From an optimization exercise on the open Yosys and OpenROAD flow, aimed at small area; shortcuts taken in it are not production practice. Function was checked by simulation only, so behaviour that the tests miss may differ from the original. The flow treats the clock pin as an ideal source, which a real chip does not have. Power and IR drop assume default switching activity.

<file path="flow/run.sh">
#!/bin/bash
# Own flow: the standard layout (standard.sh) with
#  - synthesis through flow/my_synth.tcl (area-oriented ABC mapping, best of several seeds,
#    no hard adder cells),
#  - the smallest buffer on every input and output port,
#  - a small clock tree built before CTS by flow/pre_cts.tcl (a root buffer and one
#    buffer per group of registers); CTS (flow/cts_args.txt) then finds nothing to add.
# Each tool's full output goes to the ORFS logs under orfs/logs; make's output to standard.log.
set -e
F=$(pwd)/flow
export MY_ABC_SEEDS="1 2 3 4 5 6 7 8"
export MY_ABC_TIME=20
export MY_CLK_BUF=sky130_fd_sc_hd__clkbuf_8
export MY_CLK_N=4
export MY_CLK_ROOT=sky130_fd_sc_hd__clkbuf_1
bash standard.sh \
  SYNTH_SCRIPT=$F/my_synth.tcl ADDER_MAP_FILE= \
  "BUFFER_PORTS_ARGS=-buffer_cell sky130_fd_sc_hd__buf_1" \
  "CTS_ARGS=$(cat $F/cts_args.txt)" PRE_CTS_TCL=$F/pre_cts.tcl \
  finish > standard.log 2>&1
mkdir -p logs
cp -r orfs/logs/* logs/ 2>/dev/null || true
</file>
<file path="flow/cts_args.txt">
-clk_nets clk -dont_use_dummy_load -buf_list sky130_fd_sc_hd__clkbuf_4 -root_buf sky130_fd_sc_hd__clkbuf_4
</file>
<file path="flow/my_synth.tcl">
# The standard flow's synthesis script (synth_recipe.tcl) with one change: the technology
# mapping step runs an area-oriented ABC script instead of ORFS's, once per
# seed in MY_ABC_SEEDS, and keeps the smallest result. Only the combinational
# logic differs; the registers are mapped before this step and are untouched.
proc synth {args} { yosys synth -nofsm -noshare {*}$args }
proc abc {args} {
  set new {}
  set skip 0
  set lib ""
  set prev ""
  foreach a $args {
    if { $prev eq "-liberty" && $lib eq "" } { set lib $a }
    set prev $a
    if { $skip } { set skip 0; continue }
    if { $a eq "-script" } { set skip 1; continue }
    lappend new $a
  }
  yosys design -save pre_abc
  set best 1e30
  foreach sd $::env(MY_ABC_SEEDS) {
    yosys design -load pre_abc
    set f [file join $::env(OBJECTS_DIR) area_$sd.abc]
    set fh [open $f w]
    puts $fh "strash\n&get -n\n&deepsyn -T $::env(MY_ABC_TIME) -S $sd\n&put\ndch -f\namap"
    close $fh
    yosys abc -script $f {*}$new
    set s [tee -q -s result.string stat -liberty $lib]
    if { [regexp {Chip area for module '[^']*': ([0-9.]+)} $s -> area] } {
      puts "ABC seed $sd: area $area"
      if { $area < $best } {
        set best $area
        yosys design -save best_abc
      }
    }
  }
  puts "ABC best area $best"
  yosys design -load best_abc
}
source $::env(SCRIPTS_DIR)/synth.tcl
# left out here: clear keep_hierarchy, flatten, clean up, hide names made inside functions, write 1_2_yosys.v
</file>
<file path="flow/pre_cts.tcl">
# Clock distribution for this small design: the register clock pins are split
# into MY_CLK_N groups by position (k-means), and one clock buffer per group,
# placed at the group's centre, drives that group. The clock port drives only
# these buffers (through one root buffer if MY_CLK_ROOT is set), so CTS finds
# no register sinks on its net and adds nothing.
set block [ord::get_db_block]
set db [ord::get_db]
set clknet [$block findNet clk]
set master [$db findMaster $::env(MY_CLK_BUF)]
set k $::env(MY_CLK_N)
set sinks {}
foreach it [$clknet getITerms] {
  set bb [[$it getInst] getBBox]
  lappend sinks [list $it [expr { ([$bb xMin] + [$bb xMax]) / 2.0 }] [expr { ([$bb yMin] + [$bb yMax]) / 2.0 }]]
}
set sinks [lsort -real -index 1 $sinks]
set n [llength $sinks]
# initial centres: spread along x
set cx {}; set cy {}
for { set j 0 } { $j < $k } { incr j } {
  set s [lindex $sinks [expr { int(($j + 0.5) * $n / $k) }]]
  lappend cx [lindex $s 1]; lappend cy [lindex $s 2]
}
for { set iter 0 } { $iter < 20 } { incr iter } {
  set asg {}
  foreach s $sinks {
    set best 0; set bd 1e30
    for { set j 0 } { $j < $k } { incr j } {
      set d [expr { abs([lindex $s 1] - [lindex $cx $j]) + abs([lindex $s 2] - [lindex $cy $j]) }]
      if { $d < $bd } { set bd $d; set best $j }
    }
    lappend asg $best
  }
  for { set j 0 } { $j < $k } { incr j } {
    set sx 0; set sy 0; set m 0
    foreach s $sinks a $asg {
      if { $a == $j } { set sx [expr { $sx + [lindex $s 1] }]; set sy [expr { $sy + [lindex $s 2] }]; incr m }
    }
    if { $m > 0 } { lset cx $j [expr { $sx / $m }]; lset cy $j [expr { $sy / $m }] }
  }
}
for { set j 0 } { $j < $k } { incr j } {
  set inst [odb::dbInst_create $block $master clkbuf_root_$j]
  set net [odb::dbNet_create $block clk_root_$j]
  $net setSigType CLOCK
  set m 0
  foreach s $sinks a $asg {
    if { $a == $j } {
      set it [lindex $s 0]
      $it disconnect
      $it connect $net
      incr m
    }
  }
  [$inst findITerm A] connect $clknet
  [$inst findITerm X] connect $net
  $inst setLocation [expr { int([lindex $cx $j]) }] [expr { int([lindex $cy $j]) }]
  $inst setPlacementStatus PLACED
  puts "Inserted clock buffer clkbuf_root_$j ($::env(MY_CLK_BUF)) driving $m register clock pins"
}
if { [info exists ::env(MY_CLK_ROOT)] && $::env(MY_CLK_ROOT) ne "" } {
  # one root buffer between the clock port and the group buffers
  set rinst [odb::dbInst_create $block [$db findMaster $::env(MY_CLK_ROOT)] clkbuf_root]
  set rnet [odb::dbNet_create $block clk_root]
  $rnet setSigType CLOCK
  foreach it [$clknet getITerms] {
    $it disconnect
    $it connect $rnet
  }
  [$rinst findITerm A] connect $clknet
  [$rinst findITerm X] connect $rnet
  set sx 0; set sy 0
  for { set j 0 } { $j < $k } { incr j } { set sx [expr { $sx + [lindex $cx $j] }]; set sy [expr { $sy + [lindex $cy $j] }] }
  $rinst setLocation [expr { int($sx / $k) }] [expr { int($sy / $k) }]
  $rinst setPlacementStatus PLACED
  puts "Inserted root clock buffer clkbuf_root ($::env(MY_CLK_ROOT))"
}
detailed_placement
</file>
<file path="standard.sh">
#!/bin/bash
# synth_recipe.tcl (not shown) runs the flow's synth.tcl, then flattens the netlist and writes it again
# the make line also repeats each setting of config.mk as NAME=value (left out here)
make -C /OpenROAD-flow-scripts/flow DESIGN_CONFIG=/design/flow/config.mk WORK_HOME=/design/flow/orfs CLKGATE_MAP_FILE= SYNTH_SCRIPT=/design/flow/synth_recipe.tcl "${@:-finish}"
</file>
<file path="config.mk">
export PLATFORM = sky130hd
export DESIGN_NAME = usb_tx
export DESIGN_NICKNAME = usb_tx
export VERILOG_FILES = /design/flow/design.v
export SDC_FILE = /design/flow/constraint.sdc
export NUM_CORES = 4
export LEC_CHECK = 0
export CAP_MARGIN = 20
export CORE_MARGIN = 2
export CORE_UTILIZATION = 70
export PLACE_DENSITY = 0.85
export SLEW_MARGIN = 20
</file>
<file path="constraint.sdc">
create_clock -name core_clock -period 5.0 [get_ports {clk}]
set_input_delay 1.0000 -clock core_clock [delete_from_list [all_inputs] [get_ports {clk}]]
set_output_delay 1.0000 -clock core_clock [all_outputs]
set_load 0.01 [all_outputs]
</file>
<file path="design.v">
module usb_tx
(
	input logic clk,
	input logic n_rst,
	input logic [7:0] tx_packet_data,
	input logic [6:0] tx_packet_data_size,
	input logic [1:0] tx_packet,
	output logic tx_status,
	output logic get_tx_packet_data,
	output logic dplus_out,
	output logic dminus_out
);
localparam logic [3:0] S_IDLE  = 4'd0,  S_START = 4'd1, S_SYNC  = 4'd2, S_LPID = 4'd3,
                       S_DPID  = 4'd4,  S_LDATA = 4'd5, S_SEND  = 4'd6, S_CRC0 = 4'd7,
                       S_WAIT  = 4'd8,  S_DELAY = 4'd9, S_EOP   = 4'd10;
logic [3:0] st, st_n;
logic [5:0] q;          
logic       act;        
logic [6:0] saved;      
logic [6:0] rem;        
logic       f512;
logic [2:0] bs;         
logic [7:1] nptsh;      
wire  [7:1] ptsh = ~nptsh;
logic       npts0;      
logic [15:0] crc;
logic [1:0] es;         
logic       dp, dm;
wire f8       = act & (q[2:0] == 3'd0);
wire f64      = act & (q == 6'd1);
wire stuffing = bs[2] & bs[1];
wire pts0     = ~npts0;
wire ser      = pts0;
wire in_start = (st == S_START);
wire in_dpid  = (st == S_DPID);
wire in_send  = (st == S_SEND);
wire clr      = in_start | (in_dpid & f64);
always_comb begin
	st_n = st;
	case (st)
		S_IDLE:  if (tx_packet != 2'b00) st_n = S_START;
		S_START: st_n = S_SYNC;
		S_SYNC:  if (f64) st_n = S_LPID;
		S_LPID:  st_n = (tx_packet == 2'b01) ? S_DPID : S_WAIT;
		S_DPID:  if (f64) st_n = S_LDATA;
		S_LDATA: st_n = f512 ? S_CRC0 : S_SEND;
		S_SEND:  if (f64) st_n = S_LDATA;
		S_CRC0:  if (f64) st_n = S_WAIT;
		S_WAIT:  if (f64) st_n = S_DELAY;
		S_DELAY: if (f8 | f64) st_n = S_EOP;
		S_EOP:   st_n = S_IDLE;
		default: st_n = 'x;
	endcase
	if (stuffing) st_n = st;
end
logic       load;
logic [7:0] dout;
always_comb begin
	load = 1'b0;
	dout = 'x;
	case (st)
		S_START: begin load = 1'b1; dout = 8'b10000000; end
		S_LPID:  begin load = 1'b1;
			if (tx_packet == 2'b01) dout = 8'b00111100;
			else if (tx_packet == 2'b10) dout = 8'b10110100;
			else dout = 8'b10100101;
		end
		S_LDATA: begin load = 1'b1; dout = f512 ? crc[7:0] : tx_packet_data; end
		S_CRC0:  begin load = f64; dout = crc[7:0]; end
		default: ;
	endcase
end
wire shift = f8 & ~stuffing & (st != S_IDLE);
assign tx_status = (st == S_EOP);
assign get_tx_packet_data = f64 & (in_dpid | (in_send & ~stuffing));
assign dplus_out = dp;
assign dminus_out = dm;
always_ff @(posedge clk, negedge n_rst) begin
	if (!n_rst) begin
		st <= S_IDLE;
		q <= 6'd0;
		act <= 1'b0;
		bs <= '0;
		npts0 <= 1'b0;
		es <= 2'd0;
		dp <= 1'b1;
		dm <= 1'b0;
	end else begin
		st <= st_n;
		if (clr) begin
			q <= 6'd0;
			act <= 1'b0;
		end else begin
			q <= q + 6'd1;
			act <= act | q[0];
		end
		if (f64) bs <= (~ser | stuffing) ? 3'd0 : bs + 3'd1;
		if (load) npts0 <= ~dout[0];
		else if (shift) npts0 <= ~ptsh[1];
		case (es)
			2'd0: begin
				if (dp == dm) begin dp <= 1'b1; dm <= 1'b0; end
				if (f8 & ~(ser & ~stuffing)) es <= 2'd1;
			end
			2'd1: begin dp <= ~dp; dm <= ~dm; es <= 2'd0; end
			2'd2: begin dp <= 1'b0; dm <= 1'b0; if (f8) es <= 2'd3; end
			2'd3: begin dp <= 1'b0; dm <= 1'b0; if (f8) es <= 2'd0; end
		endcase
		if (tx_status) es <= 2'd2;
	end
end
wire       in_crc0 = (st == S_CRC0);
wire       crc_en  = in_dpid | (f8 & (in_send | (in_crc0 & ~stuffing)));
wire       cx      = in_send & (ser ^ crc[15]);
wire       c0      = in_send ? (ser ^ crc[15]) : (in_crc0 & crc[15]);
wire       rz   = (rem == 7'd0);
wire [6:0] rsel = (in_dpid | (rz & f64)) ? saved : rem;
always_ff @(posedge clk) begin
	nptsh <= ~(({7{load}} & dout[7:1]) | ({7{~load & shift}} & {1'b1, ptsh[7:2]}) |
	           ({7{~load & ~shift}} & ptsh));
	if (in_start) saved <= tx_packet_data_size;
	rem <= rsel - {6'd0, f64 & ~in_dpid};
	f512 <= f64 & ~in_dpid & (rem == 7'd1) & (saved != 7'd0);
	if (crc_en)
		crc <= {crc[14] ^ cx, crc[13:2], crc[1] ^ cx, crc[0], c0};
end
endmodule
</file>
==> impl_metrics.tcl, run 1 <==
set metrics [dict create \
    setup_viol_count_final 0 \
    rsz0062_at_grt "false" \
    synth_mux_area_frac 0 \
    antenna_found_initial 0 \
    synth_cell_types 32 \
    drive_above_1_share 0.0234 \
    tightest_slew_ps 1010 \
    crit_path_cell_trace "clkinv_1 -> nor4_1 -> nor2_1 -> o21a_1 -> or2_0 -> a21oi_1 -> buf_1" \
    hold_slack_ps 335 \
    track_usage 0.244 \
    cts-resized-gates 0 \
    overflow 0 \
    path_buf_inv 2 \
    crit_path_max_incr_delay_ps 880 \
    area_delta_synth_final_pct 8.50 \
    nets 277 \
    crit_slowest_cell "nor4_1" \
    dpl.hpwl_mm 3.00 \
    worstPathRequired_ps 4000 \
    layout_commonest_cell "nor2_1" \
    vias 1776 \
    setup_tns_ps 0 \
    powerDensity_nw_per_um2 273 \
    yosysTopAreaCell "edfxtp_1" \
    fp.dieW_um 61.6 \
    synthAdderAreaFrac 0 \
    post-place-cells 295 \
    post_cts_buffers 0 \
    io_pins 23 \
    hold_violations 0 \
    drt_iter0_markers 140 \
    critPathTopFamily "simple AND/OR/NAND/NOR gates" \
    peakVddDrop_mv 0.217 \
    fin_cells 300 \
    drc 0 \
    synth_area_sq_um 2330 \
    synth_compound_area_frac 0.167 \
    critPathLaunchType "register" \
    finish.utilization 0.813 \
    synth-xor-area-share 0 \
    insertion_delay_ps 600 \
    synth_top_family_by_area "compound AO/OA/AOI/OAI gates" \
    syn_inst 229 \
    routed_wl_mm 4.25 \
    drt_pass1_iterations 4 \
    die_y_um 61.6 \
    gp_congestion 0.909 \
    status "no timing/DRC/antenna violations" \
    critPathMaxFanout 8 \
    place_area_sq_um 2460 \
    syn_nets 248 \
    initial_core_util 0.750 \
    clk_pin_slew_worst_paths_ps 90 \
    hp-class "input port to asynchronous set/reset pin" \
    fill_cells 203 \
    max_cap_violations 0 \
    grt_max_degree 20 \
    syn_area_per_cell_sq_um 10.2 \
    grt_pass1_vias 1671 \
    fin_skew_ps 15.1 \
    cts_hold_buf 0 \
    core_area_sq_um 3100 \
    setup_slack_ps 950 \
    stdcell_area_sq_um 2520 \
    clock.fmax_ghz 0.247 \
    diodes 0 \
    rows 20 \
    crit_type "register to output pin" \
    synth-simple-area-share 0.161 \
    routedWlPerCell_um 14.2 \
    dp_slack_ps 1380 \
    routed_via_density 5.92 \
    yosysTopAreaCellShare 0.297 \
    fin_crit_ps 4050 \
    synth_warnings 1 \
    final_max_slew_viol_count 0 \
    final_cell_mix "43 x nor2_1, 25 x clkinv_1, 23 x edfxtp_1" \
    io_buffers 22 \
    setup.worst_path.end_class "output pin" \
    slew_headroom 0.318 \
    grt_pass1_wl_mm 7.09 \
    p_total_mw 0.690 \
    finalCritPeriodShare 0.810 \
    p_leak_nw 0.882 \
    arrival_ps 3050 \
    dieArea_sq_um 3800 \
    ys_seq_area_frac 0.631 \
    ant_nets 0 \
    ys_top_cells_by_area "edfxtp_1 30%, dfrtp_1 19%, dfxtp_1 13%, nor2_1 6.9%, clkinv_1 4.0%" \
    ys_ff_latch 57 \
]
==> cell families (layout without fill, tap and decap cells) <==
logic type             after synthesis  in the layout
buffers and inverters               25             52
and+or+nand+nor                     87             87
DFF                                 57             57
AOI/OAI and AO/OA                   60             60
==> where the power goes <==
part	total (mW)	leakage, nW	switching (mW)	internal, mW
Sequential	0.482	0.500	0	0.482
Clock	0.199	0.0299	0.125	0.0737
Combinational	0.00917	0.351	0.00548	0.00369
Total	0.690	0.882	0.130	0.560
==> cell usage after synthesis (all sizes together) <==
master   count
nor3b        1
or2          1
or4          1
a311oi       1
a2bb2o       1
o221ai       1
o32ai        1
a221oi       2
o22a         1
nor3         3
a21oi        9
o22ai        9
nor4         5
or3          3
a211oi      10
nor2b        2
nand4        1
edfxtp      23
nand2       22
a31oi        1
dfxtp       15
nand3        4
o21a         4
o21ai       16
a21o         1
nand2b       1
a2111oi      2
nor2        43
dfrtp       18
clkinv      25
a211o        1
dfstp        1
==> flip-flops by register name (all words and copies together), names as in the netlist <==
| register | count |
|---|---|
| nptsh | 7 |
| bs | 3 |
| dp | 1 |
| crc | 16 |
| f512 | 1 |
| act | 1 |
| es | 2 |
| rem | 7 |
| dm | 1 |
| st | 4 |
| npts0 | 1 |
| q | 6 |
| saved | 7 |
==> area by class of cell <==
type	instances	area [sq um]	share of cell area
Sequential cell	57	1470	0.582
Multi-Input combinational cell	147	764	0.303
Inverter	25	93.8	0.0372
Timing Repair Buffer	22	83.8	0.0332
Buffer	5	58.8	0.0233
Tap cell	44	55.1	0.0218
==> metal layers <==
layer | global-route usage | part of all wire | vias to the layer above
li1 | - | - | 877
met1 | 0.343 | 0.46 | 814
met2 | 0.397 | 0.45 | 71
met3 | 0.0231 | 0.057 | 14
met4 | 0.0881 | 0.031 | 0
met5 | 0 | 0 | -
==> path summary, 6_finish.rpt <==
path / startpoint / to / slack, ps / depth (start not counted)
min reg2reg: crc[8] / crc[9] / 430 / 0
max: q[0] / get_tx_packet_data / 950 / 7
max in group asynchronous: n_rst / dp / 4310 / 1
min: n_rst / q[5] / 330 / 1
min in group core_clock: crc[8] / crc[9] / 430 / 0
max reg2reg: q[0] / rem[6] / 1190 / 17
==> run 2, diff against run 1 <==
--- a/flow/run.sh
+++ b/flow/run.sh
@@ -11,7 +11,7 @@
 export MY_ABC_SEEDS="1 2 3 4 5 6 7 8"
 export MY_ABC_TIME=20
 export MY_CLK_BUF=sky130_fd_sc_hd__clkbuf_8
-export MY_CLK_N=4
+export MY_CLK_N=3
 export MY_CLK_ROOT=sky130_fd_sc_hd__clkbuf_1
 bash standard.sh \
   SYNTH_SCRIPT=$F/my_synth.tcl ADDER_MAP_FILE= \
--- a/config.mk
+++ b/config.mk
@@ -7,6 +7,6 @@
 export LEC_CHECK = 0
 export CAP_MARGIN = 20
 export CORE_MARGIN = 2
-export CORE_UTILIZATION = 70
-export PLACE_DENSITY = 0.85
+export CORE_UTILIZATION = 74
+export PLACE_DENSITY = 0.88
 export SLEW_MARGIN = 20
==> run 2 against run 1 <==
Critical path type unchanged. Sequential power barely moved. Routed wire length fell by 9.0%. Final cell count decreased by 0.33%. Via count down 2.6%. Sequential share of layout area grew 0.32 points. First-iteration DRC count fell by 32%. Largest power group unchanged.
==> impl_metrics.tcl, run 2 <==
set metrics [dict create \
    clk_pin_slew_worst_paths_ps 100 \
    p_total_mw 0.667 \
    synth.most_common_cell "nor2_1" \
    p_leak_nw 0.875 \
    setup.worst_path.end_class "output pin" \
    grt_pass1_vias 1535 \
    drc 0 \
    status "no timing/DRC/antenna violations" \
    routed_wl_mm 3.87 \
    crit_type "register to output pin" \
    synth_edf_count 23 \
    ys_seq_area_frac 0.631 \
    track_usage 0.231 \
    cts_hold_buf 0 \
    die_y_um 60.1 \
    initial_core_util 0.768 \
    ys_top_cells_by_area "edfxtp_1 30%, dfrtp_1 19%, dfxtp_1 13%, nor2_1 6.9%, clkinv_1 4.0%" \
    yosysTopAreaCell "edfxtp_1" \
    area_delta_synth_final_pct 7.91 \
    max_cap_violations 0 \
    syn_nets 248 \
    routedWlPerCell_um 12.9 \
    ff2ff_setup_slack_ps 1330 \
    syn_area_per_cell_sq_um 10.2 \
    arrival_ps 2860 \
    busiest_layer "met2" \
    regToRegEndpoint "rem[6]" \
    tightest_slew_ps 950 \
    synth_area_sq_um 2330 \
    synth_warnings 1 \
    dpl.hpwl_mm 2.87 \
    critPathLaunchType "register" \
    final_max_slew_viol_count 0 \
    fin_crit_ps 3860 \
    grt_pass1_wl_mm 6.51 \
    hp-class "input port to asynchronous set/reset pin" \
    grt.met2_usage 0.366 \
    fp.dieW_um 60.1 \
    core_area_sq_um 3030 \
    nets 276 \
    final_cell_mix "43 x nor2_1, 25 x clkinv_1, 23 x edfxtp_1" \
    ys.flop_type "edfxtp_1" \
    yosysTopAreaCellShare 0.297 \
    peakVddDrop_mv 0.264 \
    setup_viol_count_final 0 \
    slew_headroom 0.361 \
    layout_commonest_cell "nor2_1" \
    ys_ff_latch 57 \
    cts-resized-gates 0 \
    grt_max_degree 22 \
    worstPathRequired_ps 4000 \
    synth_cell_types 32 \
    gr-usage-met3 0.0390 \
    hold_violations 0 \
    antenna_found_initial 0 \
    met1_usage 0.341 \
    drt_iter0_markers 95 \
    insertion_delay_ps 490 \
    synth_common_cells "43 x nor2_1, 25 x clkinv_1, 23 x edfxtp_1" \
    vias 1730 \
    largest_reg_flops 16 \
    rsz0062_at_grt "false" \
    rows 20 \
    worstRegToRegCells 17 \
    io_pins 23 \
    drt_pass1_iterations 4 \
    dieArea_sq_um 3610 \
    critPathMaxFanout 8 \
    routed_via_density 5.79 \
    regMostFlops "crc" \
    gp_congestion 0.924 \
    finalCritPeriodShare 0.772 \
    ys_async_sr_fraction 0.333 \
    powerDensity_nw_per_um2 266 \
    fin_skew_ps 3.45 \
    ant_nets 0 \
    io_buffers 22 \
    syn_inst 229 \
    regToRegStartpoint "q[0]" \
    drive_above_1_share 0.0196 \
    post_cts_buffers 0 \
    clock.fmax_ghz 0.259 \
    diodes 0 \
    setup_tns_ps 0 \
    overflow 0 \
]
## run 2: cell counts after synthesis
No cell type changed its count.
## run 2: how the worst max path moves through the flow
stage	to	start	slack [ps]	depth (start not counted)
5_1_grt	get_tx_packet_data	q[0]	820	7
3_3_place_gp	rem[6]	q[0]	1570	17
4_1_cts	rem[6]	q[0]	1390	17
2_1_floorplan	rem[6]	q[0]	1870	17
3_5_place_dp	rem[6]	q[0]	1390	17
6_report	get_tx_packet_data	q[0]	1140	7
## run 2: metal layers
layer  vias to the layer above  wire length [um]
li1                        879                 -
met5                         -                 0
met3                         5               267
met1                       785              1830
met2                        61              1740
met4                         0                29
## run 2: area by class of cell
class / count / area (sq um)
timing repair buffer: 22 / 83.8
inverter: 25 / 93.8
tap: 44 / 55.1
fill: 179 / 518
buffer: 4 / 45.0
multi-input combinational: 147 / 764
sequential: 57 / 1470
## run 2: report_power, final
part           switching, mW  leakage, nW  internal, mW
clock                  0.119       0.0228        0.0566
sequential                 0        0.500         0.482
combinational        0.00554        0.351       0.00369
## run 2: stage by stage
stage           util  cells  setup WS, ps  hold slack [ps]  cell area (sq um)
2_1_floorplan      -    229          1870              386               2330
5_1_grt        0.829    299           817              440               2510
4_1_cts        0.829    299          1390              415               2510
3_5_place_dp   0.814    295          1390              405               2460
6_report       0.829    299          1140              436               2510
3_3_place_gp   0.814    295          1570              402               2460
## run 2: worst max-delay path: stages (launching register included)
cell and delay (ps):
dfrtp_1 400, clkinv_1 100, nor4_1 830, nor2_1 170, o21a_1 150, or2_0 290, a21oi_1 250, buf_1 170
## run 2: logic make-up after synthesis
group	Yosys count	share of synthesized area
AOI/OAI and AO/OA	60	0.167
buffers and inverters	25	0.0403
and+or+nand+nor	87	0.161
DFF	57	0.631
==> run 3, diff against run 2 <==
--- a/flow/run.sh
+++ b/flow/run.sh
@@ -8,9 +8,9 @@
 # Each tool's full output goes to the ORFS logs under orfs/logs; make's output to standard.log.
 set -e
 F=$(pwd)/flow
-export MY_ABC_SEEDS="1 2 3 4 5 6 7 8"
-export MY_ABC_TIME=20
-export MY_CLK_BUF=sky130_fd_sc_hd__clkbuf_8
+export MY_ABC_SEEDS="1 2 3 4 5 6 7 8 9 10 11 12 13 14 15 16 17 18 19 20 21 22 23 24"
+export MY_ABC_TIME=3
+export MY_CLK_BUF=sky130_fd_sc_hd__buf_6
 export MY_CLK_N=3
 export MY_CLK_ROOT=sky130_fd_sc_hd__clkbuf_1
 bash standard.sh \
==> run 3 against run 2 <==
Power shrank 0.96%. Still clean on timing, DRC and antenna. Largest power group unchanged. Routed wire length is 5.6% higher. Sequential share of layout area unchanged. Via count up 2.3%. Combinational power rose by 5.2%. Worst setup slack better by 340 ps.
==> impl_metrics.tcl, run 3 <==
set metrics [dict create \
    status "no timing/DRC/antenna violations" \
    p_leak_nw 0.835 \
    die_y_um 60.2 \
    routed_via_density 5.86 \
    fp.dieW_um 60.2 \
    dp_slack_ps 1600 \
    cts_hold_buf 0 \
    arrival_ps 3910 \
    initial_core_util 0.771 \
    crit_type "register to register" \
    power_frac_comb 0.015 \
    fill_cells 182 \
    vias 1769 \
    final_max_slew_viol_count 0 \
    ys_ff_latch 57 \
    regMostFlops "crc" \
    powerDensity_nw_per_um2 263 \
    setup.worst_path.end_class "register" \
    yosysTopAreaCell "edfxtp_1" \
    synth_warnings 1 \
    syn_inst 232 \
    rsz0062_at_grt "false" \
    ys.flop_type "edfxtp_1" \
    routed_wl_mm 4.08 \
    synth_cell_types 31 \
    finalCritPeriodShare 0.705 \
    area_delta_synth_final_pct 7.56 \
    fin_skew_ps 20.6 \
    pwr-share-seq 0.730 \
    p_int_mw 0.536 \
    final_cell_mix "38 x nor2_1, 25 x clkinv_1, 23 x edfxtp_1" \
    drive_above_1_share 0.0194 \
    track_usage 0.241 \
    max_cap_violations 0 \
    synth.most_common_cell "nor2_1" \
    worstRegToRegCells 19 \
    setup_slack_ps 1480 \
    synth_compound_area_frac 0.159 \
    p_sw_mw 0.125 \
    cts-resized-gates 0 \
    ys_seq_area_frac 0.629 \
    yosysTopAreaCellShare 0.296 \
    clock.fmax_ghz 0.284 \
    tightest_slew_ps 764 \
    grt_pass1_wl_mm 6.68 \
    ant_nets 0 \
    synth_mux_area_frac 0 \
    post_cts_buffers 0 \
    insertion_delay_ps 480 \
    io_pins 23 \
    clk_pin_slew_worst_paths_ps 120 \
    synth_edf_count 23 \
    dpl.hpwl_mm 2.99 \
    critPathLaunchType "register" \
    routedWlPerCell_um 13.5 \
    rows 20 \
    p_clk_frac 0.255 \
    drc 0 \
    core_area_sq_um 3030 \
    hold_violations 0 \
    worstPathRequired_ps 5380 \
    antenna_found_initial 0 \
    setup_viol_count_final 0 \
    dieArea_sq_um 3620 \
    drt_iter0_markers 107 \
    syn_nets 251 \
    synth-simple-area-share 0.172 \
    ys_async_sr_fraction 0.333 \
    peakVddDrop_mv 0.242 \
    p_total_mw 0.661 \
    ys_top_cells_by_area "edfxtp_1 30%, dfrtp_1 19%, dfxtp_1 13%, nor2_1 6.1%, o21ai_0 4.1%" \
    syn_area_per_cell_sq_um 10.1 \
    synthAdderAreaFrac 0 \
    synth_common_cells "38 x nor2_1, 25 x clkinv_1, 23 x edfxtp_1" \
    critPathMaxFanout 7 \
    diodes 0 \
    finish.utilization 0.829 \
    hp-class "input port to asynchronous set/reset pin" \
    grt_max_degree 22 \
    setup_tns_ps 0 \
    synth-xor-area-share 0 \
    swShare 0.189 \
    synth_area_sq_um 2330 \
    slew_headroom 0.485 \
    synth_top_family_by_area "simple AND/OR/NAND/NOR gates" \
    nets 279 \
    io_buffers 22 \
    layout_commonest_cell "nor2_1" \
    overflow 0 \
    grt_pass1_vias 1498 \
    gp_congestion 0.998 \
    drt_pass1_iterations 4 \
    fin_crit_ps 3520 \
    largest_reg_flops 16 \
]
==> run 3: changes by cell type in the layout (fill, tap and decap cells not counted), moves of 3 or more <==
cell / change
nor2_1: -5
nor3_1: +9
clkbuf_8: -3
o21ai_0: +3
o21a_1: -3
o22ai_1: +3
buf_6: +3
==> run 3: power by group through the flow <==
stage          Clock (mW)  Sequential (mW)  Combinational (mW)
2_1_floorplan           0            0.493             0.00154
3_3_place_gp            0            0.493             0.00969
3_5_place_dp            0            0.493             0.00979
4_1_cts             0.130            0.493             0.00981
5_1_grt             0.188            0.482              0.0114
6_report            0.169            0.482             0.00972
==> run 3: per-stage QoR <==
step / area (sq um) / hold slack (ps) / instances
after CTS: 2510 / 416 / 302
final: 2510 / 431 / 302
after global routing: 2510 / 436 / 302
after detailed placement: 2470 / 405 / 298
after floorplan: 2330 / 392 / 232
after global placement: 2470 / 402 / 298
==> run 3: cells by family (layout without fill, tap and decap cells) <==
logic type             after synthesis  in the layout
AO/OA/AOI/OAI                       60             60
buffers and inverters               25             51
flip-flops                          57             57
AND/OR/NAND/NOR                     90             90
==> run 3: final timing paths <==
kind | start | to | slack, ps
max in group asynchronous | n_rst | dp | 4210
worst max-delay path | q[0] | rem[6] | 1480
worst max register to register | q[0] | rem[6] | 1480
min in group core_clock | crc[10] | crc[11] | 430
worst min register to register | crc[10] | crc[11] | 430
worst min-delay path | n_rst | bs[2] | 430
==> run 3: layer usage <==
| metal | vias up | wire, um | GRT usage | part of all wire |
|---|---|---|---|---|
| met5 | - | 0 | 0 | 0 |
| met4 | 0 | 40 | 0.0381 | 0.0098 |
| met3 | 8 | 255 | 0.0216 | 0.062 |
| met2 | 72 | 1890 | 0.393 | 0.46 |
| met1 | 790 | 1900 | 0.361 | 0.46 |
| li1 | 899 | - | - | - |
==> run 3: cell type report <==
cell class	count	area (sq um)	area share
Sequential cell	57	1470	0.585
Buffer	4	37.5	0.0150
Timing Repair Buffer	22	83.8	0.0334
Tap cell	44	55.1	0.0219
Inverter	25	93.8	0.0374
Multi-Input combinational cell	150	772	0.308
==> run 3: critical path, cell delays in order (launching register included) <==
cell,delay [ps]
dfrtp_1,450
and2_0,220
nor2_1,140
nand4_1,230
clkinv_1,200
nand3_1,110
o21ai_0,630
clkinv_1,340
o22ai_1,270
nand2_1,100
clkinv_1,70
nand2_1,70
clkinv_1,60
nand2_1,60
clkinv_1,60
nand2_1,60
clkinv_1,60
nand2_1,70
o22ai_1,170
a21oi_1,60
==> run 4, diff against run 3 <==
--- a/flow/run.sh
+++ b/flow/run.sh
@@ -8,9 +8,9 @@
 # Each tool's full output goes to the ORFS logs under orfs/logs; make's output to standard.log.
 set -e
 F=$(pwd)/flow
-export MY_ABC_SEEDS="1 2 3 4 5 6 7 8 9 10 11 12 13 14 15 16 17 18 19 20 21 22 23 24"
-export MY_ABC_TIME=3
-export MY_CLK_BUF=sky130_fd_sc_hd__buf_6
+export MY_ABC_SEEDS="1 2 3 4 5 6 7 8 4:3 5:3 9:3 10:3 15:3 17:3"
+export MY_ABC_TIME=20
+export MY_CLK_BUF=sky130_fd_sc_hd__clkbuf_8
 export MY_CLK_N=3
 export MY_CLK_ROOT=sky130_fd_sc_hd__clkbuf_1
 bash standard.sh \
--- a/flow/my_synth.tcl
+++ b/flow/my_synth.tcl
@@ -17,16 +17,20 @@
   }
   yosys design -save pre_abc
   set best 1e30
-  foreach sd $::env(MY_ABC_SEEDS) {
+  # each entry of MY_ABC_SEEDS is SEED or SEED:SECONDS (default MY_ABC_TIME)
+  foreach run $::env(MY_ABC_SEEDS) {
+    set parts [split $run :]
+    set sd [lindex $parts 0]
+    set t [expr { [llength $parts] > 1 ? [lindex $parts 1] : $::env(MY_ABC_TIME) }]
     yosys design -load pre_abc
-    set f [file join $::env(OBJECTS_DIR) area_$sd.abc]
+    set f [file join $::env(OBJECTS_DIR) area_${sd}_$t.abc]
     set fh [open $f w]
-    puts $fh "strash\n&get -n\n&deepsyn -T $::env(MY_ABC_TIME) -S $sd\n&put\ndch -f\namap"
+    puts $fh "strash\n&get -n\n&deepsyn -T $t -S $sd\n&put\ndch -f\namap"
     close $fh
     yosys abc -script $f {*}$new
     set s [tee -q -s result.string stat -liberty $lib]
     if { [regexp {Chip area for module '[^']*': ([0-9.]+)} $s -> area] } {
-      puts "ABC seed $sd: area $area"
+      puts "ABC seed $sd ($t s): area $area"
       if { $area < $best } {
         set best $area
         yosys design -save best_abc
==> run 4 against run 3 <==
Largest power group unchanged. Synthesized area down 0.32%. Register-to-register slack got worse by 150 ps. Hold slack better by 5.2 ps. First-iteration DRC count down 11%.
==> impl_metrics.tcl, run 4 <==
set metrics [dict create \
    rows 20 \
    critPathLaunchType "register" \
    finalCritPeriodShare 0.772 \
    synth_area_sq_um 2330 \
    max_cap_violations 0 \
    path_buf_inv 2 \
    yosysTopAreaCellShare 0.297 \
    power_frac_comb 0.014 \
    p_sw_mw 0.125 \
    layout_commonest_cell "nor2_1" \
    syn_area_per_cell_sq_um 10.2 \
    dpl.hpwl_mm 2.87 \
    yosysTopAreaCell "edfxtp_1" \
    ant_nets 0 \
    status "no timing/DRC/antenna violations" \
    post-place-cells 295 \
    vias 1730 \
    area_delta_synth_final_pct 7.91 \
    hold_slack_ps 436 \
    ys.flop_type "edfxtp_1" \
    worstPathRequired_ps 4000 \
    routed_via_density 5.79 \
    setup_slack_ps 1140 \
    worstRegToRegCells 17 \
    startpoint "q[0]" \
    gp_congestion 0.924 \
    synth_warnings 1 \
    setup_tns_ps 0 \
    fin_skew_ps 3.45 \
    p_clk_frac 0.263 \
    regToRegEndpoint "rem[6]" \
    insertion_delay_ps 490 \
    diodes 0 \
    fill_cells 179 \
    nets 276 \
    track_usage 0.231 \
    die_y_um 60.1 \
    clock.fmax_ghz 0.259 \
    io_pins 23 \
    hold_violations 0 \
    final_cell_mix "43 x nor2_1, 25 x clkinv_1, 23 x edfxtp_1" \
    arrival_ps 2860 \
    final_max_slew_viol_count 0 \
    rsz0062_at_grt "false" \
    ff2ff_setup_slack_ps 1330 \
    regToRegStartpoint "q[0]" \
    routedWlPerCell_um 12.9 \
    slew_headroom 0.361 \
    drc 0 \
    drive_above_1_share 0.0196 \
    dieArea_sq_um 3610 \
    drt_iter0_markers 95 \
    multi_input_area_sq_um 764 \
    synth_cell_types 32 \
    swShare 0.187 \
    pwr-share-seq 0.723 \
    synth.most_common_cell "nor2_1" \
    ys_ff_latch 57 \
    drt_pass1_iterations 4 \
    syn_inst 229 \
    crit_path_cell_trace "clkinv_1 -> nor4_1 -> nor2_1 -> o21a_1 -> or2_0 -> a21oi_1 -> buf_1" \
    regMostFlops "crc" \
    peakVddDrop_mv 0.264 \
    io_buffers 22 \
    p_int_mw 0.543 \
    core_area_sq_um 3030 \
    grt_max_degree 22 \
    fin_crit_ps 3860 \
    cts_hold_buf 0 \
    critPathMaxFanout 8 \
    powerDensity_nw_per_um2 266 \
    fp.dieW_um 60.1 \
    antenna_found_initial 0 \
    ys_async_sr_fraction 0.333 \
    routed_wl_mm 3.87 \
    synth_edf_count 23 \
    p_total_mw 0.667 \
    ys_top_cells_by_area "edfxtp_1 30%, dfrtp_1 19%, dfxtp_1 13%, nor2_1 6.9%, clkinv_1 4.0%" \
    synth_common_cells "43 x nor2_1, 25 x clkinv_1, 23 x edfxtp_1" \
    clk_pin_slew_worst_paths_ps 100 \
    syn_nets 248 \
    p_leak_nw 0.875 \
    critPathTopFamily "simple AND/OR/NAND/NOR gates" \
    fin_cells 299 \
    crit_path_max_incr_delay_ps 830 \
    hp-class "input port to asynchronous set/reset pin" \
    largest_reg_flops 16 \
    setup_viol_count_final 0 \
    tightest_slew_ps 950 \
    initial_core_util 0.768 \
    post_cts_buffers 0 \
    dp_slack_ps 1390 \
    overflow 0 \
    crit_slowest_cell "nor4_1" \
    ff_latch_area_sq_um 1470 \
    grt_pass1_vias 1535 \
    cts-resized-gates 0 \
    ys_seq_area_frac 0.631 \
    grt_pass1_wl_mm 6.51 \
    crit_type "register to output pin" \
    setup.worst_path.end_class "output pin" \
]
[run 4: worst max-delay path by stage]
stage                                    end  slack (ps)  depth (start not counted)
after detailed placement              rem[6]        1390                         17
final                     get_tx_packet_data        1140                          7
after CTS                             rem[6]        1390                         17
after global routing      get_tx_packet_data         820                          7
after global placement                rem[6]        1570                         17
after floorplan                       rem[6]        1870                         17
[run 4: cell type report]
cell class,instances,area share
sequential,57,0.585
multi-input combinational,147,0.305
buffer,4,0.0179
tap,44,0.0219
inverter,25,0.0374
timing repair buffer,22,0.0334
[run 4: cells by family after synthesis]
kind of cell	count (synthesis)	synth area share
AOI/OAI and AO/OA	60	0.167
buffers and inverters	25	0.0403
DFF	57	0.631
and+or+nand+nor	87	0.161
[run 4: power groups by stage]
stage | combinational (mW) | sequential [mW] | clock (mW)
3_3_place_gp | 0.00899 | 0.493 | 0
6_report | 0.00924 | 0.482 | 0.176
4_1_cts | 0.00930 | 0.493 | 0.135
3_5_place_dp | 0.00930 | 0.493 | 0
5_1_grt | 0.0109 | 0.483 | 0.195
2_1_floorplan | 0.000876 | 0.493 | 0
[run 4: metrics by stage]
stage | cell area [sq um] | util
6_report | 2510 | 0.829
5_1_grt | 2510 | 0.829
4_1_cts | 2510 | 0.829
3_5_place_dp | 2460 | 0.814
3_3_place_gp | 2460 | 0.814
2_1_floorplan | 2330 | -
[run 4: layer usage]
metal  GRT usage  part of all wire  vias to the layer above
met3      0.0390             0.069                        5
met4      0.0413            0.0075                        0
met5           0                 0                        -
met1       0.341              0.47                      785
met2       0.366              0.45                       61
li1            -                 -                      879

afterwards: timing with drivers on the ports:
The flow's constraints put no driver on any port. The routed layouts listed below were extracted and timed again, unchanged, in two steps.
Step 1, drivers: a clkbuf_16 drives clk and a buf_2 each remaining input, both assumed.
Step 2 also shifts input and output timing later by t, the mid clock arrival at the registers, as if the neighbouring blocks saw the same clock.
Three values: no drivers, after step 1, after step 2; two values: the first two.
| run | shift t [ns] | setup slack, ns | clock arrival spread, ns | slew at the worst register clock pin (ns) |
|---|---|---|---|---|
| run 1 | 0.611 | 0.950 / 0.929 / 1.189 | 0.015 / 0.015 | 0.09 / 0.09 |
| run 2 | 0.517 | 1.138 / 1.114 / 1.330 | 0.004 / 0.004 | 0.11 / 0.11 |
| run 3 | 0.488 | 1.475 / 1.457 / 1.475 | 0.021 / 0.020 | 0.12 / 0.12 |
| run 4 | 0.517 | 1.138 / 1.114 / 1.330 | 0.004 / 0.004 | 0.11 / 0.11 |
After both steps every run listed still meets setup and hold.
